Context: an optimization exercise on an open-source flow, tuned for small area. The choices shown serve that exercise and are no tape-out recipe. Function was checked by simulation only, so behaviour that the tests miss may differ from the original. Power and IR drop assume default switching activity.

==> flow/run.sh <==
#!/bin/bash
# The standard layout (standard.sh), with three changes:
#  1. after the standard synthesis, the combinational logic between the
#     flip-flops is re-mapped by ABC for area (reabc.ys); the flip-flops keep
#     their instances, names and cell types;
#  2. port buffers use the smallest buffer;
#  3. CTS uses small clock buffers in clusters of at most 8 sinks, without
#     dummy loads.
set -euo pipefail
export BUFFER_PORTS_ARGS="-buffer_cell sky130_fd_sc_hd__buf_1"
export CTS_ARGS="-sink_clustering_enable -repair_clock_nets -buf_list sky130_fd_sc_hd__clkbuf_4 -dont_use_dummy_load -sink_clustering_size 8 -sink_clustering_max_diameter 60"
W=$PWD
R=$W/orfs/results/$FLOW_PLATFORM/CPU/base
bash standard.sh $R/1_2_yosys.v > synth.log 2>&1
mkdir -p $W/reabc
cp $R/1_2_yosys.v $W/reabc/1_2_yosys_std.v
cp $W/flow/reabc.ys $W/flow/reabc.abc $W/reabc/
cp $FLOW_HOME/platforms/$FLOW_PLATFORM/lib/sky130_fd_sc_hd__tt_025C_1v80.lib $W/reabc/
(cd $W/reabc && $FLOW_HOME/../tools/install/yosys/bin/yosys -s reabc.ys > $W/reabc.log 2>&1)
cp $W/reabc/1_2_yosys.v $R/1_2_yosys.v
rm -f $W/reabc/sky130_fd_sc_hd__tt_025C_1v80.lib
bash standard.sh > standard.log 2>&1
==> config.mk <==
export PLATFORM = sky130hd
export DESIGN_NAME = CPU
export DESIGN_NICKNAME = CPU
export VERILOG_FILES = /design/flow/design.v
export SDC_FILE = /design/flow/constraint.sdc
export NUM_CORES = 4
export LEC_CHECK = 0
export ABC_AREA = 1
export CAP_MARGIN = 20
export CORE_MARGIN = 2
export CORE_UTILIZATION = 60
export SLEW_MARGIN = 20
==> constraint.sdc <==
create_clock -name core_clock -period 35.0 [get_ports {clk}]
set_input_delay 7.0000 -clock core_clock [delete_from_list [all_inputs] [get_ports {clk}]]
set_output_delay 7.0000 -clock core_clock [all_outputs]
set_load 0.01 [all_outputs]
==> design.v <==
`timescale 1ns / 1ps
module CPU (
    input         clk,
    input         reset,
    output [15:0] imem_addr,
    input  [15:0] imem_data,
    output [15:0] dmem_addr,
    output [15:0] dmem_wdata,
    output        dmem_we,
    output        dmem_re,
    input  [15:0] dmem_rdata,
    output        halt
);
    reg [3:0] ph;        
    reg [1:0] pn;        
    reg       init;      
    reg       halted;
    wire first = (ph == 4'd0);
    wire lastc = (ph == 4'd15);
    reg [15:0] g1, g2, g3, g4, g5, g6, g7;
    reg [15:0] ra, at, hi, lo;
    reg [15:0] pc;
    reg [15:0] w;
    reg [15:0] m;
    reg [3:0]  kreg;
    reg        rtop;
    reg        c, nz, cp;
    reg        sga, sgb, sa, sb, dly, rsg, fdel;
    wire [15:0] ins = imem_data;
    wire [3:0] op  = ins[15:12];
    wire [2:0] rsI = ins[11:9];
    wire [2:0] rtI = ins[8:6];
    wire [2:0] rdI = ins[5:3];
    wire [2:0] fn  = ins[2:0];
    wire isR     = (op == 4'd0) | (op == 4'd1);
    wire sgnop   = (op == 4'd1);
    wire isMD    = isR & (fn[2:1] == 2'b01);
    wire isMul   = isMD & ~fn[0];
    wire isDiv   = isMD & fn[0];
    wire isJR    = sgnop & (fn == 3'd7);
    wire isSlti  = (op == 4'd4);
    wire isCmp   = (sgnop & (fn == 3'd4 | fn == 3'd5 | fn == 3'd6)) | isSlti;
    wire isALU   = isR & ~isMD & ~isJR & ~(sgnop & fn[2]);
    wire isShift = (op == 4'd2);
    wire isAddi  = (op == 4'd3);
    wire isBneq  = (op == 4'd5);
    wire isBgtz  = (op == 4'd6);
    wire isBr    = isBneq | isBgtz;
    wire isJ     = (op == 4'd7);
    wire isLH    = (op == 4'd8);
    wire isSH    = (op == 4'd9);
    wire isMF    = (op == 4'd10);
    wire isMT    = (op == 4'd11);
    wire isHalt  = (op == 4'd15);
    wire [1:0] lastpn = isDiv ? 2'd3 : (isMul | isShift) ? 2'd2 :
                        (isCmp | isBr | isLH | isSH) ? 2'd1 : 2'd0;
    wire pass0 = (pn == 2'd0);
    wire pass1 = (pn == 2'd1);
    wire pass2 = (pn == 2'd2);
    wire pass3 = (pn == 2'd3);
    function sel8(input [2:0] s, input b1, input b2, input b3, input b4,
                  input b5, input b6, input b7);
        case (s)
            3'd1: sel8 = b1;
            3'd2: sel8 = b2;
            3'd3: sel8 = b3;
            3'd4: sel8 = b4;
            3'd5: sel8 = b5;
            3'd6: sel8 = b6;
            3'd7: sel8 = b7;
            default: sel8 = 1'b0;
        endcase
    endfunction
    wire a   = sel8(rsI, g1[0], g2[0], g3[0], g4[0], g5[0], g6[0], g7[0]);
    wire b   = sel8(rtI, g1[0], g2[0], g3[0], g4[0], g5[0], g6[0], g7[0]);
    wire [3:0] fidx = (~isJ & (ph > 4'd5)) ? 4'd5 : ph;
    wire       fbit = ins[fidx];
    wire useImm = isAddi | isSlti | isLH | isSH;
    wire b2     = useImm ? fbit : isBgtz ? 1'b0 : b;
    wire sub    = (isR & (fn == 3'd1)) | isCmp | isBneq;
    wire b2x    = b2 ^ sub;
    wire cin    = first ? sub : c;
    wire sum    = a ^ b2x ^ cin;
    wire cout   = (a & b2x) | (a & cin) | (b2x & cin);
    wire nzall  = nz | sum;
    reg alu_res;
    always @(*) begin
        case (fn)
            3'd4:    alu_res = a & b;
            3'd5:    alu_res = a | b;
            3'd6:    alu_res = ~(a | b);
            3'd7:    alu_res = a ^ b;
            default: alu_res = sum;
        endcase
    end
    reg fval;
    always @(*) begin
        if (isBneq)                 fval = nzall;
        else if (isBgtz)            fval = ~a & nzall;
        else if (isSlti | fn == 3'd4) fval = (a != b2) ? a : sum;
        else if (fn == 3'd5)        fval = ~nzall;
        else                        fval = ~cout;
    end
    wire [15:0] selbus = dmem_re ? dmem_rdata : pc;
    wire        selbit = selbus[ph];
    wire pcb     = selbit;
    wire cinp    = (ph == 4'd1) ? 1'b1 : (first ? 1'b0 : cp);
    wire offb    = isBr & nz & ~first & fdel;
    wire npc_sum = pcb ^ offb ^ cinp;
    wire npc_cy  = (pcb & offb) | (pcb & cinp) | (offb & cinp);
    wire npc_out = isJR ? a :
                   (isJ & (ph <= 4'd12)) ? (~first & fdel) : npc_sum;
    wire npcpass = (isBr | isSH) ? pass1 : pass0;
    wire w_in = init ? 1'b0 :
                npcpass ? npc_out :
                (isSH & pass0) ? b : w[0];
    wire lastpass = (pn == lastpn);
    wire pc_load  = lastc & (init | (lastpass & ~isHalt));
    wire [3:0] cmp_in = (pass2 & ~fn[0]) ? ~ph : ph;
    wire       lt     = cmp_in < kreg;
    wire       rot    = pass1 & (lt ^ fn[0]);
    wire       sh_res = m[0] & ~(fn[2] | (~fn[1] & lt));
    wire divp0 = ~init & isDiv & pass0;
    wire divp1 = ~init & isDiv & pass1;
    wire divp3 = ~init & isDiv & pass3;
    wire sa_e = first ? 1'b0 : sa;
    wire sb_e = first ? 1'b0 : sb;
    wire da   = lo[0] ^ (sga & sa_e);       
    wire dbm  = m[0] ^ (sgb & sb_e);        
    wire rstr = lastc ? rtop : hi[1];       
    wire radd = rsg & m[0];                 
    wire cc_e = first ? 1'b0 : c;
    wire rc   = rstr ^ radd ^ cc_e;
    wire rcy  = (rstr & radd) | (rstr & cc_e) | (radd & cc_e);
    wire qstr = lo[0];                      
    wire rfix = nz & (rc ^ (sga & sa_e));
    wire qfix = nz & (qstr ^ ((sga ^ sgb) & sb_e));
    wire mulc = ~init & isMul & pass1;
    wire divc = ~init & isDiv & pass2;
    wire aen  = divc | (mulc & a);
    wire ainv = divc ? ~rsg : (mulc & sgnop & lastc);
    wire [15:0] addb = (m ^ {16{ainv}}) & {16{aen}};
    wire [16:0] hc;
    wire [15:0] hsum;
    assign hc[0] = ainv & aen;
    genvar gi;
    generate
        for (gi = 0; gi < 16; gi = gi + 1) begin : hadd
            assign hsum[gi]    = hi[gi] ^ addb[gi] ^ hc[gi];
            assign hc[gi + 1]  = (hi[gi] & addb[gi]) | (hc[gi] & (hi[gi] ^ addb[gi]));
        end
    endgenerate
    wire        hcy  = hc[16];
    wire        s16  = sgnop ? (hi[15] ^ addb[15] ^ hcy) : hcy;
    wire        t16  = rtop ^ ainv ^ hcy;    
    reg sp_str;
    always @(*) begin
        case (fn)
            3'd1:    sp_str = npc_sum;
            3'd2:    sp_str = ra[0];
            3'd3:    sp_str = at[0];
            3'd4:    sp_str = hi[0];
            3'd5:    sp_str = lo[0];
            default: sp_str = 1'b0;
        endcase
    end
    wire rbit = selbit;
    wire wb = isALU   ? alu_res :
              isAddi  ? sum :
              isCmp   ? (first & nz) :
              isShift ? sh_res :
              isLH    ? rbit :
              isMF    ? sp_str : 1'b0;
    wire wpass = ((isALU | isAddi | isMF) & pass0) |
                 ((isCmp | isLH) & pass1) |
                 ((isMul | isShift) & pass2) | (isDiv & pass3);
    wire wen   = ~init & wpass;
    wire [2:0] dest = (isAddi | isSlti | isLH) ? rtI : rdI;
    wire wbit  = ~init & wb;
    wire we1 = init | (wen & dest == 3'd1);
    wire we2 = init | (wen & dest == 3'd2);
    wire we3 = init | (wen & dest == 3'd3);
    wire we4 = init | (wen & dest == 3'd4);
    wire we5 = init | (wen & dest == 3'd5);
    wire we6 = init | (wen & dest == 3'd6);
    wire we7 = init | (wen & dest == 3'd7);
    wire mtp = ~init & isMT & pass0;
    wire ra_in = init ? 1'b0 : (mtp & fn == 3'd2) ? b : ra[0];
    wire at_in = init ? 1'b0 : (mtp & fn == 3'd3) ? b : at[0];
    wire hi_in = init ? 1'b0 :
                 (mtp & fn == 3'd4) ? b :
                 (isMD & pass0) ? 1'b0 :
                 divp3 ? rfix : hi[0];
    wire lo_in = init ? 1'b0 :
                 (mtp & fn == 3'd5) ? b :
                 divp0 ? a :
                 divp1 ? (~first & dly) :
                 divp3 ? qfix : lo[0];
    wire m_en = pass0 | (isShift & (pass2 | rot)) | (isDiv & (pass1 | pass3));
    wire m_in = divp1 ? dbm :
                ~pass0 ? m[0] :
                (isLH | isSH) ? sum :
                b;
    always @(posedge clk or posedge reset) begin
        if (reset) begin
            ph     <= 4'd0;
            pn     <= 2'd0;
            init   <= 1'b1;
            halted <= 1'b0;
        end else begin
            ph <= ph + 4'd1;
            if (init) begin
                if (lastc) init <= 1'b0;
            end else begin
                if (lastc) pn <= lastpass ? 2'd0 : pn + 2'd1;
                if (isHalt) halted <= 1'b1;
            end
        end
    end
    always @(posedge clk) begin
        g1 <= {we1 ? wbit : g1[0], g1[15:1]};
        g2 <= {we2 ? wbit : g2[0], g2[15:1]};
        g3 <= {we3 ? wbit : g3[0], g3[15:1]};
        g4 <= {we4 ? wbit : g4[0], g4[15:1]};
        g5 <= {we5 ? wbit : g5[0], g5[15:1]};
        g6 <= {we6 ? wbit : g6[0], g6[15:1]};
        g7 <= {we7 ? wbit : g7[0], g7[15:1]};
        ra <= {ra_in, ra[15:1]};
        at <= {at_in, at[15:1]};
        w <= {w_in, w[15:1]};
        if (pc_load) pc <= {w_in, w[15:1]};
        if (m_en) m <= {m_in, m[15:1]};
        if (pass0 & (ph < 4'd4)) kreg <= {a, kreg[3:1]};
        c <= divp3 ? rcy : cout;
        if (pass0) begin
            if (isDiv)      nz <= (~first & nz) | b;
            else if (lastc) nz <= fval;
            else            nz <= (~first & nz) | sum;
        end
        cp <= npc_cy;
        fdel <= fbit;
        if (divp0 & lastc) begin
            sga <= sgnop & a;
            sgb <= sgnop & b;
        end
        if (divp1) begin
            sa  <= sa_e | lo[0];
            sb  <= sb_e | m[0];
            dly <= da;
        end else if (divp3) begin
            sa  <= sa_e | rc;
            sb  <= sb_e | qstr;
        end
        if (divc) begin
            hi   <= {hsum[14:0], lo[15]};
            rtop <= hsum[15];
            rsg  <= t16;
            lo   <= {lo[14:0], ~t16};
        end else begin
            hi   <= {mulc ? s16 : hi_in, hsum[15:2],
                     (divp1 & lastc) ? da : hsum[1]};
            lo   <= {mulc ? hsum[0] : lo_in, lo[15:1]};
            if (pass0) begin
                rtop <= 1'b0;
                rsg  <= 1'b0;
            end
        end
    end
    assign imem_addr  = pc;
    assign dmem_addr  = m;
    assign dmem_wdata = w;
    assign dmem_we    = ~init & isSH & pass1 & first;
    assign dmem_re    = ~init & isLH & pass1;
    assign halt       = halted;
endmodule
==> flow/reabc.abc <==
strash
&get -n
&deepsyn -T 40
&put
dch -f
amap -F 50 -A 50 -C 1000
topo
==> flow/reabc.ys <==
# Re-map the combinational logic of the standard synthesis for area.
# Flip-flops (and tie cells) are kept as they are: same instances, names and
# cell types; only the logic between them is re-optimised by ABC.
read_liberty -ignore_miss_func sky130_fd_sc_hd__tt_025C_1v80.lib
read_verilog 1_2_yosys_std.v
hierarchy -top CPU
blackbox sky130_fd_sc_hd__df* sky130_fd_sc_hd__edf* sky130_fd_sc_hd__conb*
flatten
hierarchy -top CPU
rename -hide w:*.*
opt_clean
abc -script reabc.abc -liberty sky130_fd_sc_hd__tt_025C_1v80.lib -dont_use sky130_fd_sc_hd__probe_p_8 -dont_use sky130_fd_sc_hd__probec_p_8 -dont_use sky130_fd_sc_hd__lpflow_bleeder_1 -dont_use sky130_fd_sc_hd__lpflow_clkbufkapwr_1 -dont_use sky130_fd_sc_hd__lpflow_clkbufkapwr_16 -dont_use sky130_fd_sc_hd__lpflow_clkbufkapwr_2 -dont_use sky130_fd_sc_hd__lpflow_clkbufkapwr_4 -dont_use sky130_fd_sc_hd__lpflow_clkbufkapwr_8 -dont_use sky130_fd_sc_hd__lpflow_clkinvkapwr_1 -dont_use sky130_fd_sc_hd__lpflow_clkinvkapwr_16 -dont_use sky130_fd_sc_hd__lpflow_clkinvkapwr_2 -dont_use sky130_fd_sc_hd__lpflow_clkinvkapwr_4 -dont_use sky130_fd_sc_hd__lpflow_clkinvkapwr_8 -dont_use sky130_fd_sc_hd__lpflow_decapkapwr_12 -dont_use sky130_fd_sc_hd__lpflow_decapkapwr_3 -dont_use sky130_fd_sc_hd__lpflow_decapkapwr_4 -dont_use sky130_fd_sc_hd__lpflow_decapkapwr_6 -dont_use sky130_fd_sc_hd__lpflow_decapkapwr_8 -dont_use sky130_fd_sc_hd__lpflow_inputiso0n_1 -dont_use sky130_fd_sc_hd__lpflow_inputiso0p_1 -dont_use sky130_fd_sc_hd__lpflow_inputiso1n_1 -dont_use sky130_fd_sc_hd__lpflow_inputiso1p_1 -dont_use sky130_fd_sc_hd__lpflow_inputisolatch_1 -dont_use sky130_fd_sc_hd__lpflow_isobufsrc_1 -dont_use sky130_fd_sc_hd__lpflow_isobufsrc_16 -dont_use sky130_fd_sc_hd__lpflow_isobufsrc_2 -dont_use sky130_fd_sc_hd__lpflow_isobufsrc_4 -dont_use sky130_fd_sc_hd__lpflow_isobufsrc_8 -dont_use sky130_fd_sc_hd__lpflow_isobufsrckapwr_16 -dont_use sky130_fd_sc_hd__lpflow_lsbuf_lh_hl_isowell_tap_1 -dont_use sky130_fd_sc_hd__lpflow_lsbuf_lh_hl_isowell_tap_2 -dont_use sky130_fd_sc_hd__lpflow_lsbuf_lh_hl_isowell_tap_4 -dont_use sky130_fd_sc_hd__lpflow_lsbuf_lh_isowell_4 -dont_use sky130_fd_sc_hd__lpflow_lsbuf_lh_isowell_tap_1 -dont_use sky130_fd_sc_hd__lpflow_lsbuf_lh_isowell_tap_2 -dont_use sky130_fd_sc_hd__lpflow_lsbuf_lh_isowell_tap_4 
stat -liberty sky130_fd_sc_hd__tt_025C_1v80.lib
setundef -zero
opt_clean -purge
hilomap -singleton -hicell sky130_fd_sc_hd__conb_1 HI -locell sky130_fd_sc_hd__conb_1 LO
insbuf -buf sky130_fd_sc_hd__buf_1 A X
opt_clean -purge
stat -liberty sky130_fd_sc_hd__tt_025C_1v80.lib
write_verilog -noattr -nohex -nodec 1_2_yosys.v
==> standard.sh <==
#!/bin/bash
# synth_recipe.tcl (not shown) runs the flow's synth.tcl, then flattens the netlist and writes it again
# the make line also repeats each setting of config.mk as NAME=value (left out here)
make -C /OpenROAD-flow-scripts/flow DESIGN_CONFIG=/design/flow/config.mk WORK_HOME=/design/flow/orfs CLKGATE_MAP_FILE= SYNTH_SCRIPT=/design/flow/synth_recipe.tcl "${@:-finish}"
==> results of run 1 <==
## layout make-up
type | instances | area share
multi-input cells | 432 | 0.2696
repair buffers | 90 | 0.04029
inverters | 66 | 0.02770
clock buffers | 37 | 0.03106
well taps | 176 | 0.02462
flip-flops and latches | 247 | 0.6067
## worst max path at each step
| stage | start | to | slack [ns] | cells after the start |
|---|---|---|---|---|
| after CTS | imem_data[15] | dmem_we | 19.31 | 8 |
| after detailed placement | imem_data[15] | dmem_we | 19.32 | 8 |
| after floorplan | imem_data[13] | hi[15] | 19.64 | 45 |
| after global placement | imem_data[15] | dmem_we | 19.41 | 8 |
| final | imem_data[15] | dmem_we | 19.24 | 8 |
| after global routing | imem_data[15] | dmem_we | 19.07 | 8 |
## power groups by stage
stage | clock [mW] | combinational (mW) | sequential (mW)
global placement | 0 | 0.102 | 0.343
global route | 0.150 | 0.117 | 0.342
CTS | 0.141 | 0.105 | 0.339
detailed placement | 0 | 0.105 | 0.345
finish | 0.136 | 0.106 | 0.339
floorplan | 0 | 0.0724 | 0.344
## state kept, by name, summed over array words and instances, names as in the netlist, 2 cells and up
| signal | cells |
|---|---|
| kreg | 4 |
| w | 16 |
| pc | 16 |
| g1 | 16 |
| ra | 16 |
| at | 16 |
| hi | 16 |
| g2 | 16 |
| g6 | 16 |
| m | 16 |
| g4 | 16 |
| g7 | 16 |
| g3 | 16 |
| g5 | 16 |
| lo | 16 |
| pn | 2 |
| ph | 4 |
## critical path, cell delays in order
cell and delay [ns]:
buf_1 0.21, clkinv_1 0.23, nor3_1 0.39, clkinv_1 0.22, nor2_1 0.23, clkinv_1 0.11
nor3_1 0.18, buf_1 0.19
## per-layer routing
layer,vias to the layer above,global-route usage,routed length (µm)
met1,2935,0.3339,7864
met2,326,0.4517,9426
li1,2965,-,-
met4,0,0.1125,689
met5,-,0,0
met3,68,0.06036,1342
## metrics by stage
stage,power (mW),utilization,instances,worst slack [ns]
6_report,0.5811,0.6781,1048,19.24
4_1_cts,0.5844,0.6781,1048,19.31
5_1_grt,0.6090,0.6781,1048,19.07
2_1_floorplan,0.4164,-,746,19.64
3_3_place_gp,0.4443,0.6566,1011,19.41
3_5_place_dp,0.4493,0.6570,1011,19.32
==> impl_metrics.json, run 1 <==
{
  "die_h_um": 120.0,
  "track_usage": 0.2684,
  "worstMarginPinSlew_ns": 0.9603,
  "cts_setup_buffers": 0,
  "power.leakage_nw": 3.262,
  "core-area_um2": 13190,
  "timing.final.crit_share": 0.4503,
  "setup_tns_ns": 0,
  "final_nets": 908,
  "finalCriticalPeriod_ns": 15.76,
  "port_buffers": 84,
  "rsz0062_at_grt": "false",
  "hold_end": "g1[3]",
  "cts_resized": 0,
  "clock_sink_count": 247,
  "place_area_um2": 8666,
  "arrival_ns": 8.76,
  "ant_nets": 0,
  "r2r-end": "hi[15]",
  "dieArea_um2": 14410,
  "avgRoutedWirePerCell_um": 18.44,
  "syn_area_um2": 8079,
  "status": "complete, no violations",
  "cts_buffer_depth": 3,
  "reg2regPathDepth": 42,
  "clock.fmax_ghz": 0.06345,
  "std_cell_rows": 42,
  "finalHoldViolCount": 0,
  "avgSynthCellArea_um2": 10.83,
  "p_sw_mw": 0.1716,
  "ff2ff_setup_slack_ns": 27.72,
  "drc_errors": 0,
  "yosysWarnings": 1,
  "critPathMaxFanout": 6,
  "vias": 6294,
  "postCtsHoldBufs": 0,
  "irDropWorstVdd_mv": 0.04519,
  "drv_cap": 0,
  "viasPerCell": 6.006,
  "final_max_slew_viol_count": 0,
  "grt_pass1_wl_um": 30350,
  "grt_pass1_vias": 6056,
  "drtIter0Drc": 705,
  "dr.pass1.iters": 6,
  "regArea_um2": 5426,
  "antenna_found_initial": 1,
  "syn_inst": 746,
  "initial_utilization": 0.6125,
  "wl_um": 19320,
  "p_comb_frac": 0.183,
  "min_path_type": "flop to flop",
  "cts_tree": "done",
  "intPower_mw": 0.4095,
  "regToRegStartpoint": "ph[2]",
  "ios": 85,
  "root_buffer": "clkbuf_4",
  "multiInputGateArea_um2": 2411,
  "cts_buffers": 37,
  "n_antenna_cell": 0,
  "required_ns": 28.00,
  "layout_commonest_cell": "dfxtp_1",
  "critical_path_class": "primary input to output pin",
  "grt_overflow": 0,
  "slew_headroom": 0.3574,
  "fin_skew_ns": 0.04304,
  "final_cell_mix": "dfxtp_1, nor2_1, buf_1",
  "dp_hpwl_um": 13440,
  "clk_pin_slew_ns": 0.09,
  "grt_max_degree": 36,
  "p_clk_frac": 0.234,
  "die_x_um": 120.0,
  "worst_setup_path_end_kind": "output pin",
  "stdcell_area_um2": 8944,
  "startpoint_type": "primary input",
  "gp_congestion": 0.9369,
  "worstSkewPairLatency_ns": 0.60,
  "power_frac_seq": 0.583,
  "p_sw_frac": 0.2953,
  "cts_max_level": 2,
  "hold_depth": 0,
  "layout-drive-gt1-share": 0.05275,
  "setup_viol": 0,
  "fill_cells": 1002,
  "holdWs_ns": 0.3187,
  "p_per_area_nw_per_um2": 64.97,
  "area_delta_synth_final_pct": 10.70,
  "synth_fp_nets": 780,
  "min-delay-start": "g1[4]"
}
==> inputs of run 2 (changes only) <==
--- a/config.mk
+++ b/config.mk
@@ -10,3 +10,4 @@
 export CORE_MARGIN = 2
 export CORE_UTILIZATION = 60
+export GPL_TIMING_DRIVEN = 0
 export SLEW_MARGIN = 20
==> run 2 against run 1 <==
Still clean on timing, DRC and antenna. Register-to-register slack worse by 0.18 ns. Via count decreased by 3.4%. Sequential power about the same. Flip-flop and latch count unchanged. Die area unchanged. Critical path depth fell by 2. Critical path type unchanged. Largest cell class unchanged.
==> impl_metrics.json, run 2 <==
{
  "die_h_um": 120.0,
  "fill_cells": 1007,
  "setup_viol": 0,
  "syn_inst": 746,
  "irDropWorstVdd_mv": 0.05014,
  "antenna_found_initial": 1,
  "vias": 6083,
  "std_cell_rows": 42,
  "initial_utilization": 0.6125,
  "die_x_um": 120.0,
  "drtIter0Drc": 489,
  "place_inst": 1011,
  "area_delta_synth_final_pct": 10.75,
  "cts_tree": "done",
  "clk_pin_slew_ns": 0.09,
  "worstSkewPairLatency_ns": 0.62,
  "grt_overflow": 0,
  "fin_cells": 1049,
  "setup_tns_ns": 0,
  "p_per_area_nw_per_um2": 64.37,
  "worstMarginPinSlew_ns": 1.144,
  "grt_pass1_vias": 5734,
  "track_usage": 0.2484,
  "grt_max_degree": 36,
  "cts_buffer_depth": 3,
  "critical_path_class": "primary input to output pin",
  "drc_errors": 0,
  "clock_sink_count": 247,
  "dp_hpwl_um": 12780,
  "fin_skew_ns": 0.06374,
  "root_buffer": "clkbuf_4",
  "finalHoldViolCount": 0,
  "port_buffers": 84,
  "stdcell_area_um2": 8947,
  "syn_area_um2": 8079,
  "clock.fmax_ghz": 0.06309,
  "place_area_um2": 8667,
  "postCtsHoldBufs": 0,
  "rsz0062_at_grt": "false",
  "cts_resized": 0,
  "final_nets": 908,
  "wl_um": 17720,
  "required_ns": 28.00,
  "grt_pass1_wl_um": 28230,
  "min_path_type": "flop to flop",
  "power.leakage_nw": 3.260,
  "yosysWarnings": 1,
  "critPathLaunch": "imem_data[15]",
  "avgSynthCellArea_um2": 10.83,
  "finalCriticalPeriod_ns": 15.85,
  "layout-drive-gt1-share": 0.05161,
  "viasPerCell": 5.799,
  "timing.final.crit_share": 0.4529,
  "ios": 85,
  "min-delay-start": "at[1]",
  "cts_max_level": 2,
  "critPathMaxFanout": 6,
  "final_max_slew_viol_count": 0,
  "cts_buffers": 37,
  "slew_headroom": 0.2179,
  "status": "complete, no violations",
  "ant_nets": 0,
  "p_total_mw": 0.5759,
  "dieArea_um2": 14410,
  "arrival_ns": 8.85,
  "dr.pass1.iters": 5,
  "gp_congestion": 0.9911,
  "avgRoutedWirePerCell_um": 16.89,
  "drv_cap": 0,
  "final_cell_mix": "dfxtp_1, nor2_1, buf_1",
  "worst_setup_path_end_kind": "output pin",
  "synth_fp_nets": 780,
  "regToRegStartpoint": "init",
  "startpoint_type": "primary input",
  "core-area_um2": 13190,
  "layout_commonest_cell": "dfxtp_1",
  "holdWs_ns": 0.2933,
  "cts_setup_buffers": 0
}
run 2: final timing paths:
kind	endpoint	slack, ns	depth (start not counted)
min reg2reg	at[0]	0.29	0
min	at[0]	0.29	0
max reg2reg	hi[15]	27.54	44
min in group asynchronous	pn[1]	6.25	2
max in group asynchronous	init	28.49	2
max	dmem_re	19.15	6
run 2: area by class of cell:
class,instances,area [µm²],share of cell area
plain buffers,1,3.754,0.0004195
multi-input cells,432,2409,0.2692
inverters,66,247.7,0.02769
repair buffers,89,360.3,0.04027
clock buffers,37,277.8,0.03104
well taps,176,220.2,0.02461
diodes,1,2.502,0.0002797
flip-flops and latches,247,5426,0.6065
run 2: worst max-delay path: stages:
cell and delay (ns):
buf_1 0.22, clkinv_1 0.23, nor3_1 0.39, clkinv_1 0.24, nor3_1 0.55, buf_1 0.21
run 2: layer usage:
| layer | up-vias | routed length, µm | part of all wire | global-route usage |
|---|---|---|---|---|
| met5 | - | 0 | 0 | 0 |
| li1 | 2978 | - | - | - |
| met2 | 238 | 8351 | 0.47 | 0.3906 |
| met4 | 0 | 408 | 0.023 | 0.1066 |
| met3 | 38 | 1153 | 0.065 | 0.04895 |
| met1 | 2829 | 7803 | 0.44 | 0.3369 |
run 2: per-stage QoR:
step / setup WS (ns) / util
after floorplan: 19.64 / -
after global placement: 16.53 / 0.6531
after detailed placement: 19.22 / 0.6571
after CTS: 19.21 / 0.6781
after global routing: 19.07 / 0.6783
final: 19.15 / 0.6783
run 2: where the power goes:
part / internal [mW] / total [mW] / switching (mW)
combinational: 0.0390 / 0.105 / 0.0665
clock: 0.0489 / 0.132 / 0.0831
sequential: 0.322 / 0.338 / 0.0167
total: 0.410 / 0.576 / 0.166
==> inputs of run 3 (changes only) <==
--- a/design.v
+++ b/design.v
@@ -15,5 +15,4 @@
     reg [1:0] pn;        
     reg       init;      
-    reg       halted;
     wire first = (ph == 4'd0);
     wire lastc = (ph == 4'd15);
@@ -111,5 +110,5 @@
     wire npc_out = isJR ? a :
                    (isJ & (ph <= 4'd12)) ? (~first & fdel) : npc_sum;
-    wire npcpass = (isBr | isSH) ? pass1 : pass0;
+    wire npcpass = isLH ? pass0 : lastpass;
     wire w_in = init ? 1'b0 :
                 npcpass ? npc_out :
@@ -207,5 +206,4 @@
             pn     <= 2'd0;
             init   <= 1'b1;
-            halted <= 1'b0;
         end else begin
             ph <= ph + 4'd1;
@@ -214,5 +212,4 @@
             end else begin
                 if (lastc) pn <= lastpass ? 2'd0 : pn + 2'd1;
-                if (isHalt) halted <= 1'b1;
             end
         end
@@ -272,4 +269,4 @@
     assign dmem_we    = ~init & isSH & pass1 & first;
     assign dmem_re    = ~init & isLH & pass1;
-    assign halt       = halted;
+    assign halt       = ~init & isHalt;
 endmodule
--- a/config.mk
+++ b/config.mk
@@ -7,7 +7,6 @@
 export LEC_CHECK = 0
 export ABC_AREA = 1
-export CAP_MARGIN = 20
+export CAP_MARGIN = 0
 export CORE_MARGIN = 2
 export CORE_UTILIZATION = 60
-export GPL_TIMING_DRIVEN = 0
-export SLEW_MARGIN = 20
+export SLEW_MARGIN = 0
==> run 3 against run 2 <==
First-iteration DRC count is the same. Count of clock-buffer cells in the layout decreased by 1. Area after synthesis shrank 0.68%. Sequential power about the same. Largest power group unchanged. Hold slack lost 0.014 ns. Via count grew 0.85%. Critical path type unchanged. Critical path depth did not move. Register-to-register slack improved by 0.06 ns. Setup slack lost 0.22 ns. Flip-flop and latch count fell by 1. Non-clock buffer count is 1 higher. Highest routed layer unchanged. Clock skew up 0.0056 ns.
==> impl_metrics.json, run 3 <==
{
  "grt_use_met3": 0.05561,
  "critPathMaxFanout": 6,
  "critPathLaunch": "imem_data[15]",
  "met2_usage": 0.3846,
  "final_max_slew_viol_count": 0,
  "irDropWorstVdd_mv": 0.04734,
  "root_buffer": "clkbuf_4",
  "antenna_found_initial": 1,
  "cts_tree": "done",
  "grt.met1_usage": 0.3562,
  "vias": 6135,
  "p_sw_frac": 0.2928,
  "avgSynthCellArea_um2": 10.70,
  "dp_hpwl_um": 13000,
  "avgRoutedWirePerCell_um": 16.87,
  "grt_max_degree": 37,
  "clk_pin_slew_ns": 0.10,
  "setup_viol": 0,
  "status": "complete, no violations",
  "timing.final.crit_share": 0.4591,
  "core-area_um2": 13140,
  "std_cell_rows": 42,
  "fin_skew_ns": 0.06934,
  "grt_overflow": 0,
  "grt_pass1_wl_um": 28430,
  "yosysWarnings": 1,
  "required_ns": 28.00,
  "viasPerCell": 5.821,
  "min-delay-start": "ra[14]",
  "min_path_type": "flop to flop",
  "layout_commonest_cell": "dfxtp_1",
  "drtIter0Drc": 489,
  "ant_nets": 0,
  "power_frac_seq": 0.590,
  "final_cell_mix": "dfxtp_1, nor2_1, buf_1",
  "wl_um": 17790,
  "power.leakage_nw": 3.208,
  "regToRegStartpoint": "init",
  "p_clk_frac": 0.225,
  "gp_congestion": 0.9012,
  "cts_max_level": 2,
  "arrival_ns": 9.07,
  "postCtsHoldBufs": 0,
  "final_nets": 913,
  "p_comb_frac": 0.185,
  "intPower_mw": 0.4072,
  "dieArea_um2": 14310,
  "reg2regPathDepth": 43,
  "finalHoldViolCount": 0,
  "drc_errors": 0,
  "final_util": 0.6771,
  "setup_tns_ns": 0,
  "startpoint_type": "primary input",
  "track_usage": 0.2517,
  "critical_path_class": "primary input to output pin",
  "finalCriticalPeriod_ns": 16.07,
  "cts_buffers": 36,
  "rsz0062_at_grt": "false",
  "area_delta_synth_final_pct": 10.87,
  "place_ws_ns": 19.02,
  "r2r-end": "rsg",
  "p_sw_mw": 0.1686,
  "hold_end": "ra[13]",
  "drv_cap": 0,
  "setup_ws_ns": 18.93,
  "die_x_um": 119.6,
  "port_buffers": 84,
  "clock.fmax_ghz": 0.06223,
  "worst_setup_path_end_kind": "output pin",
  "ff2ff_setup_slack_ns": 27.60,
  "synth_fp_nets": 784,
  "layout-drive-gt1-share": 0.05245,
  "cts_setup_buffers": 0,
  "syn_inst": 750,
  "ios": 85,
  "p_per_area_nw_per_um2": 64.73,
  "worstMarginPinSlew_ns": 0.8465,
  "hold_depth": 0,
  "initial_utilization": 0.6108,
  "grt_pass1_vias": 5739,
  "worstSkewPairLatency_ns": 0.62,
  "cts_buffer_depth": 3,
  "top_usage_layer": "met2",
  "dr.pass1.iters": 5,
  "die_h_um": 119.6,
  "slew_headroom": 0.4322,
  "cts_resized": 0,
  "syn_area_um2": 8024,
  "clock_sink_count": 246
}
[run 3: power groups by stage]
stage	Clock, mW	Combinational (mW)	Sequential, mW
finish	0.130	0.107	0.340
global placement	0	0.101	0.344
detailed placement	0	0.105	0.346
CTS	0.135	0.105	0.340
floorplan	0	0.0719	0.345
global route	0.147	0.120	0.343
[run 3: how the worst max path moves through the flow]
stage | to | slack, ns
2_1_floorplan | rsg | 18.71
3_3_place_gp | dmem_re | 19.14
3_5_place_dp | dmem_re | 19.02
4_1_cts | dmem_re | 19.02
5_1_grt | dmem_re | 18.74
6_report | dmem_re | 18.93
[run 3: final cells by class]
| cell class | instances | area (µm²) |
|---|---|---|
| Tap cell | 176 | 220.2 |
| Timing Repair Buffer | 91 | 367.9 |
| Inverter | 73 | 274.0 |
| Fill cell | 1066 | 4242 |
| Clock buffer | 36 | 270.3 |
| Antenna cell | 1 | 2.502 |
| Sequential cell | 246 | 5401 |
| Multi-Input combinational cell | 431 | 2360 |
[run 3: critical path, stage by stage]
cell and delay [ns]:
buf_1 0.19, clkinv_1 0.19, nor3_1 0.50, clkinv_1 0.30
nor3_1 0.68, buf_1 0.21
[run 3: metal layers]
metal,vias to the layer above,share of wire
met2,235,0.45
met5,-,0
met4,0,0.023
met3,36,0.070
met1,2884,0.46
li1,2980,-
[run 3: through the flow]
step                      hold slack, ns  power (mW)  cells  area (µm²)
final                             0.2794      0.5758   1054        8896
after global routing              0.2893      0.6097   1054        8896
after CTS                         0.2842      0.5804   1053        8894
after detailed placement          0.3121      0.4507   1017        8623
after global placement            0.3095      0.4453   1017        8623
after floorplan                   0.3096      0.4171    750        8024
==> inputs of run 4 (changes only) <==
--- a/config.mk
+++ b/config.mk
@@ -7,6 +7,6 @@
 export LEC_CHECK = 0
 export ABC_AREA = 1
-export CAP_MARGIN = 0
+export CAP_MARGIN = 20
 export CORE_MARGIN = 2
 export CORE_UTILIZATION = 60
-export SLEW_MARGIN = 0
+export SLEW_MARGIN = 20
==> run 4 against run 3 <==
Cell count unchanged. Fmax stayed put. Sequential share of layout area unchanged. Design area unchanged. Still clean on timing, DRC and antenna. Via count did not move. Clock skew unchanged. Synthesized cell count unchanged. Highest routed layer unchanged. Die area unchanged. Combinational power about the same. Non-clock buffer count is the same. Power unchanged.
==> impl_metrics.json, run 4 <==
{
  "setup_viol": 0,
  "clock_sink_count": 246,
  "min-delay-start": "ra[14]",
  "cts_max_level": 2,
  "required_ns": 28.00,
  "finalCriticalPeriod_ns": 16.07,
  "synth_fp_nets": 784,
  "fin_skew_ns": 0.06934,
  "startpoint_type": "primary input",
  "ios": 85,
  "irDropWorstVdd_mv": 0.04734,
  "cts_resized": 0,
  "ff2ff_setup_slack_ns": 27.60,
  "die_x_um": 119.6,
  "cts_setup_buffers": 0,
  "worstSkewPairLatency_ns": 0.62,
  "std_cell_rows": 42,
  "finalHoldViolCount": 0,
  "worst_setup_path_end_kind": "output pin",
  "clock.fmax_ghz": 0.06223,
  "port_buffers": 84,
  "dr.pass1.iters": 5,
  "antenna_found_initial": 1,
  "status": "complete, no violations",
  "cts_buffer_depth": 3,
  "critical_path_class": "primary input to output pin",
  "place_ws_ns": 19.02,
  "p_per_area_nw_per_um2": 64.73,
  "top_usage_layer": "met2",
  "grt_max_degree": 37,
  "grt.met1_usage": 0.3562,
  "core-area_um2": 13140,
  "avgRoutedWirePerCell_um": 16.87,
  "gp_congestion": 0.9012,
  "rsz0062_at_grt": "false",
  "dieArea_um2": 14310,
  "layout-drive-gt1-share": 0.05245,
  "reg2regPathDepth": 43,
  "arrival_ns": 9.07,
  "slew_headroom": 0.4322,
  "final_util": 0.6771,
  "grt_pass1_wl_um": 28430,
  "hold_depth": 0,
  "viasPerCell": 5.821,
  "grt_use_met3": 0.05561,
  "setup_tns_ns": 0,
  "cts_tree": "done",
  "critPathMaxFanout": 6,
  "min_path_type": "flop to flop",
  "syn_area_um2": 8024,
  "drc_errors": 0,
  "syn_inst": 750,
  "initial_utilization": 0.6108,
  "die_h_um": 119.6,
  "grt_overflow": 0,
  "final_cell_mix": "dfxtp_1, nor2_1, buf_1",
  "drtIter0Drc": 489,
  "worstMarginPinSlew_ns": 0.8465,
  "final_nets": 913,
  "ant_nets": 0,
  "yosysWarnings": 1,
  "avgSynthCellArea_um2": 10.70,
  "drv_cap": 0,
  "cts_buffers": 36,
  "met2_usage": 0.3846,
  "root_buffer": "clkbuf_4",
  "power.leakage_nw": 3.208,
  "track_usage": 0.2517,
  "dp_hpwl_um": 13000,
  "r2r-end": "rsg",
  "regToRegStartpoint": "init",
  "layout_commonest_cell": "dfxtp_1",
  "postCtsHoldBufs": 0,
  "grt_pass1_vias": 5739,
  "area_delta_synth_final_pct": 10.87,
  "setup_ws_ns": 18.93,
  "clk_pin_slew_ns": 0.10,
  "final_max_slew_viol_count": 0,
  "timing.final.crit_share": 0.4591,
  "vias": 6135,
  "wl_um": 17790,
  "hold_end": "ra[13]"
}
run 4: metal layers:
layer / routed length (µm) / vias to the layer above
li1: - / 2980
met1: 8175 / 2884
met3: 1245 / 36
met5: 0 / -
met4: 403 / 0
met2: 7961 / 235
run 4: worst max path at each step:
| stage | end | slack [ns] | start |
|---|---|---|---|
| 2_1_floorplan | rsg | 18.71 | imem_data[13] |
| 3_3_place_gp | dmem_re | 19.14 | imem_data[15] |
| 3_5_place_dp | dmem_re | 19.02 | imem_data[15] |
| 4_1_cts | dmem_re | 19.02 | imem_data[15] |
| 5_1_grt | dmem_re | 18.74 | imem_data[15] |
| 6_report | dmem_re | 18.93 | imem_data[15] |
run 4: layout make-up:
cell class              instances  area (µm²)
flip-flops and latches        246        5401
well taps                     176       220.2
diodes                          1       2.502
multi-input cells             431        2360
fillers                      1066        4242
repair buffers                 91       367.9
inverters                      73       274.0
clock buffers                  36       270.3
run 4: report_power, final:
part           switching (mW)  internal (mW)  total (mW)
clock                  0.0819         0.0476       0.130
sequential             0.0174          0.322       0.340
combinational          0.0693         0.0374       0.107
run 4: through the flow:
stage | power, mW | area, µm² | instances | hold slack [ns]
after global routing | 0.6097 | 8896 | 1054 | 0.2893
after floorplan | 0.4171 | 8024 | 750 | 0.3096
after global placement | 0.4453 | 8623 | 1017 | 0.3095
final | 0.5758 | 8896 | 1054 | 0.2794
after CTS | 0.5804 | 8894 | 1053 | 0.2842
after detailed placement | 0.4507 | 8623 | 1017 | 0.3121
run 4: critical path, cell delays in order:
cell and delay (ns):
buf_1 0.19, clkinv_1 0.19, nor3_1 0.50, clkinv_1 0.30, nor3_1 0.68, buf_1 0.21
==> inputs of run 5 (changes only) <==
==> flow/reabc.abc (replaced) <==
strash
&get -n
&deepsyn -T 40
&put
dch -f
amap -F 50 -A 50 -C 1000
strash
&get -n
&deepsyn -T 40
&put
dch -f
amap -F 50 -A 50 -C 1000
topo
==> run 5 against run 4 <==
Via count increased by 0.39%. Core utilization decreased by 0.20 points. Highest routed layer unchanged. Hold slack improved by 0.029 ns. Largest power group unchanged. Critical path type unchanged. Critical path depth unchanged. Clock skew decreased by 0.026 ns. Routed wire length increased by 4.1%. Synthesized cell count decreased by 1.1%. Fmax decreased by 0.39%. Sequential share of layout area increased by 0.18 points.
==> impl_metrics.json, run 5 <==
{
  "ant_nets": 0,
  "viasPerCell": 5.899,
  "rsz0062_at_grt": "false",
  "fin_skew_ns": 0.04303,
  "layout_commonest_cell": "dfxtp_1",
  "drtIter0Drc": 613,
  "worst_setup_path_end_kind": "output pin",
  "port_buffers": 84,
  "p_per_area_nw_per_um2": 66.68,
  "cts_buffers": 36,
  "gp_congestion": 0.9248,
  "std_cell_rows": 42,
  "worstSetupEndpoint": "dmem_re",
  "drc_errors": 0,
  "final_nets": 903,
  "syn_inst": 742,
  "dieArea_um2": 14270,
  "critPathLaunch": "imem_data[15]",
  "regArea_um2": 5401,
  "startpoint_type": "primary input",
  "die_x_um": 119.5,
  "fin_cells": 1044,
  "regToRegStartpoint": "ph[1]",
  "worstSkewPairLatency_ns": 0.60,
  "final_cell_mix": "dfxtp_1, nor2_1, buf_1",
  "finalCriticalPeriod_ns": 16.13,
  "slew_headroom": 0.2909,
  "dp_hpwl_um": 13280,
  "setup_tns_ns": 0,
  "timing.final.crit_share": 0.4609,
  "cts_buffer_depth": 3,
  "drv_cap": 0,
  "antenna_found_initial": 1,
  "place_inst": 1007,
  "grt_pass1_wl_um": 29570,
  "crit_slowest_cell": "nor3_1",
  "synth_fp_nets": 776,
  "multiInputGateArea_um2": 2367,
  "clock.fmax_ghz": 0.06199,
  "cts_max_level": 2,
  "dr.pass1.iters": 5,
  "avgSynthCellArea_um2": 10.78,
  "arrival_ns": 9.13,
  "cts_resized": 0,
  "final_util": 0.6751,
  "postCtsHoldBufs": 0,
  "path_cells": "buf_1 -> clkinv_1 -> nor3_1 -> clkinv_1 -> nor3_1 -> buf_1",
  "ios": 85,
  "core-area_um2": 13140,
  "vias": 6159,
  "worstMarginPinSlew_ns": 1.057,
  "avgRoutedWirePerCell_um": 17.74,
  "layout-drive-gt1-share": 0.05190,
  "critPathMaxFanout": 7,
  "critical_path_class": "primary input to output pin",
  "wl_um": 18520,
  "yosysWarnings": 1,
  "area_delta_synth_final_pct": 10.87,
  "cts_setup_buffers": 0,
  "status": "complete, no violations",
  "holdWs_ns": 0.3079,
  "fill_cells": 1034,
  "root_buffer": "clkbuf_4",
  "clk_pin_slew_ns": 0.08,
  "final_max_slew_viol_count": 0,
  "die_h_um": 119.5,
  "required_ns": 28.00,
  "irDropWorstVdd_mv": 0.04218,
  "initial_utilization": 0.6090,
  "r2r-end": "rsg",
  "grt_max_degree": 35,
  "grt_pass1_vias": 6111,
  "ff2ff_setup_slack_ns": 27.31,
  "syn_area_um2": 8000,
  "finalHoldViolCount": 0,
  "track_usage": 0.2630,
  "reg2regPathDepth": 41,
  "grt_overflow": 0,
  "cts_tree": "done",
  "max_stage_delay_ns": 0.68,
  "min_path_type": "flop to flop",
  "setup_viol": 0,
  "clock_sink_count": 246,
  "power.leakage_nw": 3.243
}
==> run 5: cell count changes in the layout (fill, tap and decap cells not counted), sizes merged, moves of 3 or more <==
cell | previous run | this run
o21ai | 54 | 37
a21oi | 63 | 49
nor2 | 103 | 115
a31oi | 19 | 9
a21o | 2 | 10
o22ai | 32 | 40
nor3 | 16 | 22
nor4 | 7 | 1
a211oi | 6 | 11
clkinv | 73 | 68
o22a | 16 | 12
a221oi | 4 | 1
==> run 5: area by class of cell <==
class,count,share of cell area
Tap cell,176,0.02483
Sequential cell,246,0.6090
Timing Repair Buffer,89,0.03978
Antenna cell,1,0.0002821
Multi-Input combinational cell,428,0.2669
Inverter,68,0.02878
Clock buffer,36,0.03047
==> run 5: worst min path at each step <==
| stage | from | to | cells past startpoint |
|---|---|---|---|
| floorplan | at[1] | at[0] | 0 |
| global placement | g6[15] | g6[14] | 0 |
| detailed placement | at[9] | at[8] | 0 |
| CTS | g1[15] | g1[14] | 0 |
| global route | g1[15] | g1[14] | 0 |
| finish | g4[4] | g4[3] | 0 |
==> run 5: stage by stage <==
step	setup slack [ns]	instance area, µm²	total power, mW
2_1_floorplan	19.05	8000	0.4275
3_3_place_gp	19.10	8591	0.4559
3_5_place_dp	18.94	8591	0.4634
4_1_cts	18.92	8861	0.5927
5_1_grt	18.71	8870	0.6217
6_report	18.87	8870	0.5914
==> run 5: critical path, delay by kind of cell <==
| kind | cells | cell delay [ns] |
|---|---|---|
| buffers and inverters | 4 | 0.96 |
| AND/OR/NAND/NOR | 2 | 1.17 |
==> run 5: routing by layer <==
| layer | share of wire | vias up | global-route usage |
|---|---|---|---|
| met5 | 0 | - | 0 |
| met4 | 0.028 | 0 | 0.1140 |
| met3 | 0.069 | 51 | 0.05699 |
| met2 | 0.47 | 278 | 0.4311 |
| met1 | 0.43 | 2883 | 0.3373 |
| li1 | - | 2947 | - |
==> run 5: report_power, final <==
group	internal, mW	leakage (nW)	switching (mW)
Sequential	0.324	2.10	0.0194
Combinational	0.0431	0.979	0.0729
Clock	0.0476	0.166	0.0840
Total	0.415	3.24	0.176
==> inputs of run 6 (changes only) <==
==> flow/reabc.abc (replaced) <==
strash
&get -n
&deepsyn -T 40
&put
dch -f
amap -F 50 -A 50 -C 1000
topo
--- a/config.mk
+++ b/config.mk
@@ -9,4 +9,4 @@
 export CAP_MARGIN = 20
 export CORE_MARGIN = 2
-export CORE_UTILIZATION = 60
+export CORE_UTILIZATION = 75
 export SLEW_MARGIN = 20
==> run 6 against run 5 <==
First-iteration DRC count increased by 87%. Sequential share of layout area increased by 0.18 points. Design area decreased by 0.30%.
==> impl_metrics.json, run 6 <==
{
  "wl_met3_um": 2260,
  "r2r-end": "lo[0]",
  "ant_nets": 0,
  "cts_max_level": 2,
  "layout_commonest_cell": "dfxtp_1",
  "viasPerCell": 6.594,
  "critical_path_class": "primary input to output pin",
  "postCtsHoldBufs": 0,
  "grt_max_degree": 37,
  "syn_area_um2": 8024,
  "die_h_um": 107.4,
  "drv_cap": 0,
  "holdWs_ns": 0.2957,
  "track_usage": 0.3560,
  "ff2ff_setup_slack_ns": 27.14,
  "worstMarginPinSlew_ns": 0.8369,
  "slew_headroom": 0.4386,
  "antenna_found_initial": 1,
  "top_layer": "met5",
  "wl_um": 20310,
  "cts_tree": "done",
  "setup_tns_ns": 0,
  "arrival_ns": 9.11,
  "clock.fmax_ghz": 0.06207,
  "die_x_um": 107.4,
  "root_buffer": "clkbuf_4",
  "gp_congestion": 0.9711,
  "std_cell_rows": 37,
  "irDropWorstVdd_mv": 0.05094,
  "power.leakage_nw": 3.208,
  "required_ns": 28.00,
  "critPathLaunch": "imem_data[15]",
  "avgRoutedWirePerCell_um": 20.05,
  "initial_utilization": 0.7738,
  "startpoint_type": "primary input",
  "reg2regPathDepth": 45,
  "worstSkewPairLatency_ns": 0.58,
  "status": "complete, no violations",
  "hold_depth": 0,
  "syn_inst": 750,
  "core-area_um2": 10370,
  "dieArea_um2": 11540,
  "cts_buffer_depth": 3,
  "finalHoldViolCount": 0,
  "grt_overflow": 0,
  "met2_length_um": 9414,
  "yosysWarnings": 1,
  "n_antenna_cell": 0,
  "p_per_area_nw_per_um2": 66.08,
  "drc_errors": 0,
  "vias": 6680,
  "cts_resized": 0,
  "avgSynthCellArea_um2": 10.70,
  "rsz0062_at_grt": "false",
  "fin_skew_ns": 0.05114,
  "final_nets": 913,
  "dp_hpwl_um": 14200,
  "clock_sink_count": 246,
  "final_max_slew_viol_count": 0,
  "finalCriticalPeriod_ns": 16.11,
  "regToRegStartpoint": "ph[1]",
  "final_cell_mix": "dfxtp_1, nor2_1, buf_1",
  "m1WireLength_um": 7645,
  "fill_cells": 509,
  "timing.final.crit_share": 0.4603,
  "p_total_mw": 0.5844,
  "drtIter0Drc": 1146,
  "ios": 85,
  "worstSetupEndpoint": "dmem_re",
  "grt_pass1_wl_um": 31640,
  "dr.pass1.iters": 6,
  "cts_buffers": 36,
  "place_ws_ns": 19.01,
  "setup_ws_ns": 18.89,
  "worst_setup_path_end_kind": "output pin",
  "clk_pin_slew_ns": 0.11,
  "port_buffers": 84,
  "synth_fp_nets": 784,
  "setup_viol": 0,
  "min_path_type": "flop to flop",
  "critPathMaxFanout": 6,
  "cts_setup_buffers": 0,
  "grt_pass1_vias": 6275,
  "area_delta_synth_final_pct": 10.21,
  "layout-drive-gt1-share": 0.05245
}
## run 6: metrics by stage
stage / instances / cell area [µm²] / utilization
after detailed placement: 977 / 8573 / 0.8267
after global routing: 1013 / 8843 / 0.8528
final: 1013 / 8843 / 0.8528
after floorplan: 750 / 8024 / -
after CTS: 1013 / 8843 / 0.8528
after global placement: 977 / 8573 / 0.8267
## run 6: layout make-up
class / count / area [µm²] / share of cell area
Inverter: 73 / 274.0 / 0.03098
Tap cell: 136 / 170.2 / 0.01924
Multi-Input combinational cell: 431 / 2360 / 0.2668
Sequential cell: 246 / 5401 / 0.6108
Clock buffer: 36 / 270.3 / 0.03056
Timing Repair Buffer: 91 / 367.9 / 0.04160
## run 6: power by group
| part | switching [mW] | leakage [nW] | internal [mW] | total (mW) |
|---|---|---|---|---|
| Clock | 0.0842 | 0.166 | 0.0477 | 0.132 |
| Combinational | 0.0740 | 0.943 | 0.0374 | 0.111 |
| Sequential | 0.0188 | 2.10 | 0.322 | 0.341 |
| Total | 0.177 | 3.21 | 0.407 | 0.584 |
## run 6: metal layers
layer,up-vias,track usage
li1,2986,-
met1,3071,0.4538
met2,504,0.5823
met3,117,0.08656
met4,2,0.1566
met5,-,0
## run 6: worst min-delay path by stage
stage                 from      to
floorplan            at[1]   at[0]
global placement     g6[1]   g6[0]
detailed placement  ra[13]  ra[12]
CTS                  g1[7]   g1[6]
global route         g1[7]   g1[6]
finish               g1[7]   g1[6]
## run 6: critical path, stage by stage
cell	delay [ns]
buf_1	0.22
clkinv_1	0.20
nor3_1	0.51
clkinv_1	0.29
nor3_1	0.68
buf_1	0.21
==> inputs of run 7 (changes only) <==
==> flow/reabc.abc (replaced) <==
strash
&get -n
&deepsyn -T 30
&put
dch -f
amap -F 50 -A 50 -C 1000
strash
&get -n
&deepsyn -T 30
&put
dch -f
amap -F 50 -A 50 -C 1000
strash
&get -n
&deepsyn -T 30
&put
dch -f
amap -F 50 -A 50 -C 1000
topo
--- a/config.mk
+++ b/config.mk
@@ -9,4 +9,4 @@
 export CAP_MARGIN = 20
 export CORE_MARGIN = 2
-export CORE_UTILIZATION = 75
+export CORE_UTILIZATION = 60
 export SLEW_MARGIN = 20
==> run 7 against run 6 <==
Clock power is essentially flat. Setup slack gained 0.085 ns. First-iteration DRC count shrank 57%. Hold slack gained 0.027 ns. Core utilization shrank 18 points. Routed wire length shrank 11%. Largest cell class unchanged. Area after synthesis shrank 0.95%.
==> impl_metrics.json, run 7 <==
{
  "status": "complete, no violations",
  "drtIter0Drc": 497,
  "clock_sink_count": 246,
  "viasPerCell": 5.872,
  "cts_tree": "done",
  "critPathMaxFanout": 6,
  "grt_pass1_wl_um": 29270,
  "final_max_slew_viol_count": 0,
  "p_total_mw": 0.5947,
  "fill_cells": 1029,
  "multiInputGateArea_um2": 2341,
  "wl_um": 18000,
  "drc_errors": 0,
  "std_cell_rows": 42,
  "cts_buffers": 36,
  "critical_path_class": "primary input to output pin",
  "core-area_um2": 13090,
  "worstSkewPairLatency_ns": 0.63,
  "syn_inst": 730,
  "regArea_um2": 5401,
  "finalHoldViolCount": 0,
  "final_nets": 890,
  "synth_fp_nets": 764,
  "layout-drive-gt1-share": 0.05035,
  "avgSynthCellArea_um2": 10.89,
  "cts_buffer_depth": 3,
  "stdcell_area_um2": 8800,
  "area_delta_synth_final_pct": 10.72,
  "dr.pass1.iters": 6,
  "dieArea_um2": 14180,
  "p_per_area_nw_per_um2": 67.58,
  "n_antenna_cell": 0,
  "m1WireLength_um": 7947,
  "syn_area_um2": 7948,
  "slew_headroom": 0.3109,
  "startpoint_type": "primary input",
  "postCtsHoldBufs": 0,
  "dp_hpwl_um": 12800,
  "arrival_ns": 9.03,
  "rsz0062_at_grt": "false",
  "initial_utilization": 0.6074,
  "cts_max_level": 2,
  "timing.final.crit_share": 0.4579,
  "ios": 85,
  "clk_pin_slew_ns": 0.08,
  "port_buffers": 84,
  "met2_length_um": 8278,
  "setup_ws_ns": 18.97,
  "avgRoutedWirePerCell_um": 17.47,
  "cts_setup_buffers": 0,
  "wl_met3_um": 1339,
  "power.leakage_nw": 3.238,
  "ant_nets": 0,
  "path_cells": "buf_1 -> clkinv_1 -> nor3_1 -> clkinv_1 -> nor3_1 -> buf_1",
  "min_path_type": "flop to flop",
  "ff2ff_setup_slack_ns": 27.89,
  "finalCriticalPeriod_ns": 16.03,
  "top_layer": "met4",
  "vias": 6048,
  "clock.fmax_ghz": 0.06240,
  "antenna_found_initial": 0,
  "place_area_um2": 8523,
  "root_buffer": "clkbuf_4",
  "gp_congestion": 0.9381,
  "holdWs_ns": 0.3222,
  "grt_max_degree": 38,
  "die_h_um": 119.1,
  "setup_tns_ns": 0,
  "drv_cap": 0,
  "layout_commonest_cell": "dfxtp_1",
  "track_usage": 0.2591,
  "cts_resized": 0,
  "worstMarginPinSlew_ns": 1.034,
  "required_ns": 28.00,
  "min-delay-start": "g2[12]",
  "regToRegStartpoint": "pn[1]",
  "die_x_um": 119.1,
  "grt_pass1_vias": 5841,
  "crit_slowest_cell": "nor3_1",
  "yosysWarnings": 1,
  "grt_overflow": 0,
  "worst_setup_path_end_kind": "output pin",
  "place_ws_ns": 19.02,
  "irDropWorstVdd_mv": 0.04076,
  "setup_viol": 0,
  "max_stage_delay_ns": 0.57,
  "critPathLaunch": "imem_data[15]",
  "fin_skew_ns": 0.04041,
  "final_cell_mix": "dfxtp_1, nor2_1, buf_1"
}
## run 7: per-layer routing
metal | up-vias | global-route usage
li1 | 2904 | -
met1 | 2832 | 0.3499
met2 | 272 | 0.4109
met3 | 40 | 0.06226
met4 | 0 | 0.09152
met5 | - | 0
## run 7: power breakdown
part | total (mW) | switching (mW) | internal (mW)
combinational | 0.116 | 0.0717 | 0.0444
sequential | 0.346 | 0.0205 | 0.325
clock | 0.133 | 0.0851 | 0.0476
## run 7: layout make-up
| class | count | area share |
|---|---|---|
| inverters | 59 | 0.02517 |
| flip-flops and latches | 246 | 0.6138 |
| multi-input cells | 425 | 0.2660 |
| well taps | 176 | 0.02502 |
| clock buffers | 36 | 0.03071 |
| repair buffers | 88 | 0.03924 |
## run 7: worst max-delay path, delay by kind of cell
family / cells / cell delay, ns
buffers and inverters: 4 / 0.92
AND/OR/NAND/NOR: 2 / 1.10
## run 7: stage by stage
step | std cells | utilization
after floorplan | 730 | -
after global placement | 994 | 0.6514
after detailed placement | 994 | 0.6514
after CTS | 1030 | 0.6720
after global routing | 1030 | 0.6725
final | 1030 | 0.6725
## run 7: final timing paths
| check | depth (start not counted) | end |
|---|---|---|
| setup / recovery | 6 | dmem_re |
| max in group asynchronous | 2 | init |
| min in group asynchronous | 2 | ph[1] |
| hold reg to reg | 0 | g2[11] |
| setup reg to reg | 43 | lo[0] |
| hold / removal | 0 | g2[11] |
==> inputs of run 8 (changes only) <==
--- a/design.v
+++ b/design.v
@@ -15,4 +15,5 @@
     reg [1:0] pn;        
     reg       init;      
+    reg       halted;
     wire first = (ph == 4'd0);
     wire lastc = (ph == 4'd15);
@@ -25,5 +26,5 @@
     reg        rtop;
     reg        c, nz, cp;
-    reg        sga, sgb, sa, sb, dly, rsg, fdel;
+    reg        sga, sgb, sa, sb, dly, rsg;
     wire [15:0] ins = imem_data;
     wire [3:0] op  = ins[15:12];
@@ -73,5 +74,6 @@
     wire a   = sel8(rsI, g1[0], g2[0], g3[0], g4[0], g5[0], g6[0], g7[0]);
     wire b   = sel8(rtI, g1[0], g2[0], g3[0], g4[0], g5[0], g6[0], g7[0]);
-    wire [3:0] fidx = (~isJ & (ph > 4'd5)) ? 4'd5 : ph;
+    wire [3:0] q    = (isBr | isJ) ? ph - 4'd1 : ph;
+    wire [3:0] fidx = (~isJ & (q > 4'd5)) ? 4'd5 : q;
     wire       fbit = ins[fidx];
     wire useImm = isAddi | isSlti | isLH | isSH;
@@ -101,14 +103,12 @@
         else                        fval = ~cout;
     end
-    wire [15:0] selbus = dmem_re ? dmem_rdata : pc;
-    wire        selbit = selbus[ph];
-    wire pcb     = selbit;
+    wire pcb     = pc[ph];
     wire cinp    = (ph == 4'd1) ? 1'b1 : (first ? 1'b0 : cp);
-    wire offb    = isBr & nz & ~first & fdel;
+    wire offb    = isBr & nz & ~first & fbit;
     wire npc_sum = pcb ^ offb ^ cinp;
     wire npc_cy  = (pcb & offb) | (pcb & cinp) | (offb & cinp);
     wire npc_out = isJR ? a :
-                   (isJ & (ph <= 4'd12)) ? (~first & fdel) : npc_sum;
-    wire npcpass = isLH ? pass0 : lastpass;
+                   (isJ & (ph <= 4'd12)) ? (~first & fbit) : npc_sum;
+    wire npcpass = (isBr | isSH) ? pass1 : pass0;
     wire w_in = init ? 1'b0 :
                 npcpass ? npc_out :
@@ -164,5 +164,5 @@
         endcase
     end
-    wire rbit = selbit;
+    wire rbit = dmem_rdata[ph];
     wire wb = isALU   ? alu_res :
               isAddi  ? sum :
@@ -206,4 +206,5 @@
             pn     <= 2'd0;
             init   <= 1'b1;
+            halted <= 1'b0;
         end else begin
             ph <= ph + 4'd1;
@@ -212,4 +213,5 @@
             end else begin
                 if (lastc) pn <= lastpass ? 2'd0 : pn + 2'd1;
+                if (isHalt) halted <= 1'b1;
             end
         end
@@ -236,5 +238,4 @@
         end
         cp <= npc_cy;
-        fdel <= fbit;
         if (divp0 & lastc) begin
             sga <= sgnop & a;
@@ -269,4 +270,4 @@
     assign dmem_we    = ~init & isSH & pass1 & first;
     assign dmem_re    = ~init & isLH & pass1;
-    assign halt       = ~init & isHalt;
+    assign halt       = halted;
 endmodule
==> flow/reabc.abc (replaced) <==
strash
&get -n
&deepsyn -T 30
&put
dch -f
amap
topo
==> run 8 against run 7 <==
Power shrank 3.4%. Critical endpoint is now dmem_we. Global-route usage increased by 1.3 points. Design area up 3.0%. Clock power barely moved. Critical path depth unchanged. Via count grew 5.5%. Flip-flop and latch count unchanged. Cell count rose by 6.2%. Largest cell class unchanged. Highest routed layer unchanged.
==> impl_metrics.json, run 8 <==
{
  "area_delta_synth_final_pct": 10.40,
  "setup_viol": 0,
  "critPathMaxFanout": 6,
  "setup_tns_ns": 0,
  "cts_tree": "done",
  "vias": 6381,
  "synth_fp_nets": 827,
  "ios": 85,
  "dr.pass1.iters": 5,
  "grt_max_degree": 38,
  "cts_setup_buffers": 0,
  "place_ws_ns": 19.44,
  "cts_buffers": 36,
  "clock.fmax_ghz": 0.06383,
  "power.leakage_nw": 3.275,
  "setup_ws_ns": 19.33,
  "port_buffers": 84,
  "p_per_area_nw_per_um2": 63.39,
  "ant_nets": 0,
  "dieArea_um2": 14630,
  "min_path_type": "flop to flop",
  "worst_setup_path_end_kind": "output pin",
  "avgRoutedWirePerCell_um": 17.57,
  "cts_resized": 0,
  "layout_commonest_cell": "dfxtp_1",
  "dp_hpwl_um": 13740,
  "regArea_um2": 5406,
  "clock_sink_count": 246,
  "root_buffer": "clkbuf_4",
  "syn_inst": 793,
  "postCtsHoldBufs": 0,
  "finalCriticalPeriod_ns": 15.67,
  "gp_congestion": 0.9711,
  "clk_pin_slew_ns": 0.09,
  "irDropWorstVdd_mv": 0.03690,
  "rsz0062_at_grt": "false",
  "drtIter0Drc": 511,
  "layout-drive-gt1-share": 0.04694,
  "final_nets": 952,
  "arrival_ns": 8.67,
  "wl_um": 19220,
  "die_h_um": 121.0,
  "initial_utilization": 0.6174,
  "holdWs_ns": 0.3048,
  "fill_cells": 985,
  "cts_max_level": 2,
  "grt_overflow": 0,
  "status": "complete, no violations",
  "grt_pass1_wl_um": 31130,
  "yosysWarnings": 1,
  "finalHoldViolCount": 0,
  "die_x_um": 121.0,
  "antenna_found_initial": 1,
  "final_max_slew_viol_count": 0,
  "p_total_mw": 0.5744,
  "fin_skew_ns": 0.05031,
  "required_ns": 28.00,
  "critical_path_class": "primary input to output pin",
  "drv_cap": 0,
  "cts_buffer_depth": 3,
  "viasPerCell": 5.833,
  "worstSkewPairLatency_ns": 0.61,
  "timing.final.crit_share": 0.4476,
  "avgSynthCellArea_um2": 10.35,
  "grt_pass1_vias": 6280,
  "core-area_um2": 13300,
  "track_usage": 0.2719,
  "startpoint_type": "primary input",
  "worstMarginPinSlew_ns": 0.9572,
  "drc_errors": 0,
  "final_cell_mix": "dfxtp_1, nor2_1, buf_1",
  "multiInputGateArea_um2": 2525,
  "syn_area_um2": 8208,
  "std_cell_rows": 42,
  "ff2ff_setup_slack_ns": 26.64,
  "slew_headroom": 0.3589
}
-- run 8: layout make-up --
type | instances | share of cell area
tap | 176 | 0.02430
sequential | 246 | 0.5967
multi-input combinational | 469 | 0.2787
clock buffer | 36 | 0.02983
timing repair buffer | 88 | 0.03811
antenna | 2 | 0.0005523
inverter | 77 | 0.03190
-- run 8: worst max-delay path: stages --
cell      delay (ns)
buf_1           0.14
clkinv_1        0.17
nor3_1          0.48
clkinv_1        0.30
nor4_1          0.38
buf_1           0.20
-- run 8: through the flow --
| step | utilization | cell area (µm²) | cells |
|---|---|---|---|
| floorplan | - | 8208 | 793 |
| global placement | 0.6600 | 8775 | 1056 |
| detailed placement | 0.6605 | 8781 | 1056 |
| CTS | 0.6808 | 9051 | 1092 |
| global route | 0.6815 | 9061 | 1094 |
| finish | 0.6815 | 9061 | 1094 |
-- run 8: final timing paths --
kind / cells past startpoint / startpoint / to
setup / recovery: 6 / imem_data[15] / dmem_we
hold / removal: 0 / g1[11] / g1[10]
setup reg to reg: 39 / init / rtop
hold reg to reg: 0 / g1[11] / g1[10]
max in group asynchronous: 2 / reset / init
min in group asynchronous: 2 / reset / ph[0]
-- run 8: routing by layer --
metal	part of all wire	up-vias	global-route usage	wire length, µm
li1	-	3087	-	-
met1	0.43	2999	0.3518	8338
met2	0.48	251	0.4529	9216
met3	0.061	44	0.05404	1179
met4	0.025	0	0.1010	486
met5	0	-	0	0
-- run 8: power by group --
part           switching, mW  internal, mW  leakage [nW]
Combinational         0.0647        0.0393          1.01
Sequential            0.0203         0.320          2.10
Clock                 0.0824        0.0476         0.166
Total                  0.167         0.407          3.27

separate check: timing with driven ports:
The flow's constraints put no driver on any port. The routed layouts listed below were extracted and timed again, unchanged, in two steps. Step 1, drivers: a clkbuf_16 drives clk and a buf_2 each remaining input, both assumed. Step 2 also shifts input and output timing later by t, the mid clock arrival at the registers, as if the neighbouring blocks saw the same clock. Three values: no drivers, after step 1, after step 2; two values: the first two.
run	t (ns)	slack for setup (ns)	worst setup path after step 2	clock arrival spread, ns	pins driven straight from the clock port
run 1	0.617	19.239 / 19.217 / 19.217	input to output	0.050 / 0.051	1
run 2	0.620	19.149 / 19.127 / 19.127	input to output	0.064 / 0.064	1
run 3	0.622	18.930 / 18.899 / 18.899	input to output	0.069 / 0.070	1
run 4	0.622	18.930 / 18.899 / 18.899	input to output	0.069 / 0.070	1
run 5	0.617	18.868 / 18.837 / 18.837	input to output	0.048 / 0.049	1
run 6	0.589	18.888 / 18.846 / 18.846	input to output	0.055 / 0.054	1
run 7	0.639	18.973 / 18.944 / 18.944	input to output	0.042 / 0.041	1
run 8	0.620	19.334 / 19.310 / 19.310	input to output	0.054 / 0.054	1
After both steps setup and hold are still met in every run listed. For run 6, which loses most, drivers alone change the setup slack by -0.042 ns; drivers and shift together by -0.042 ns.
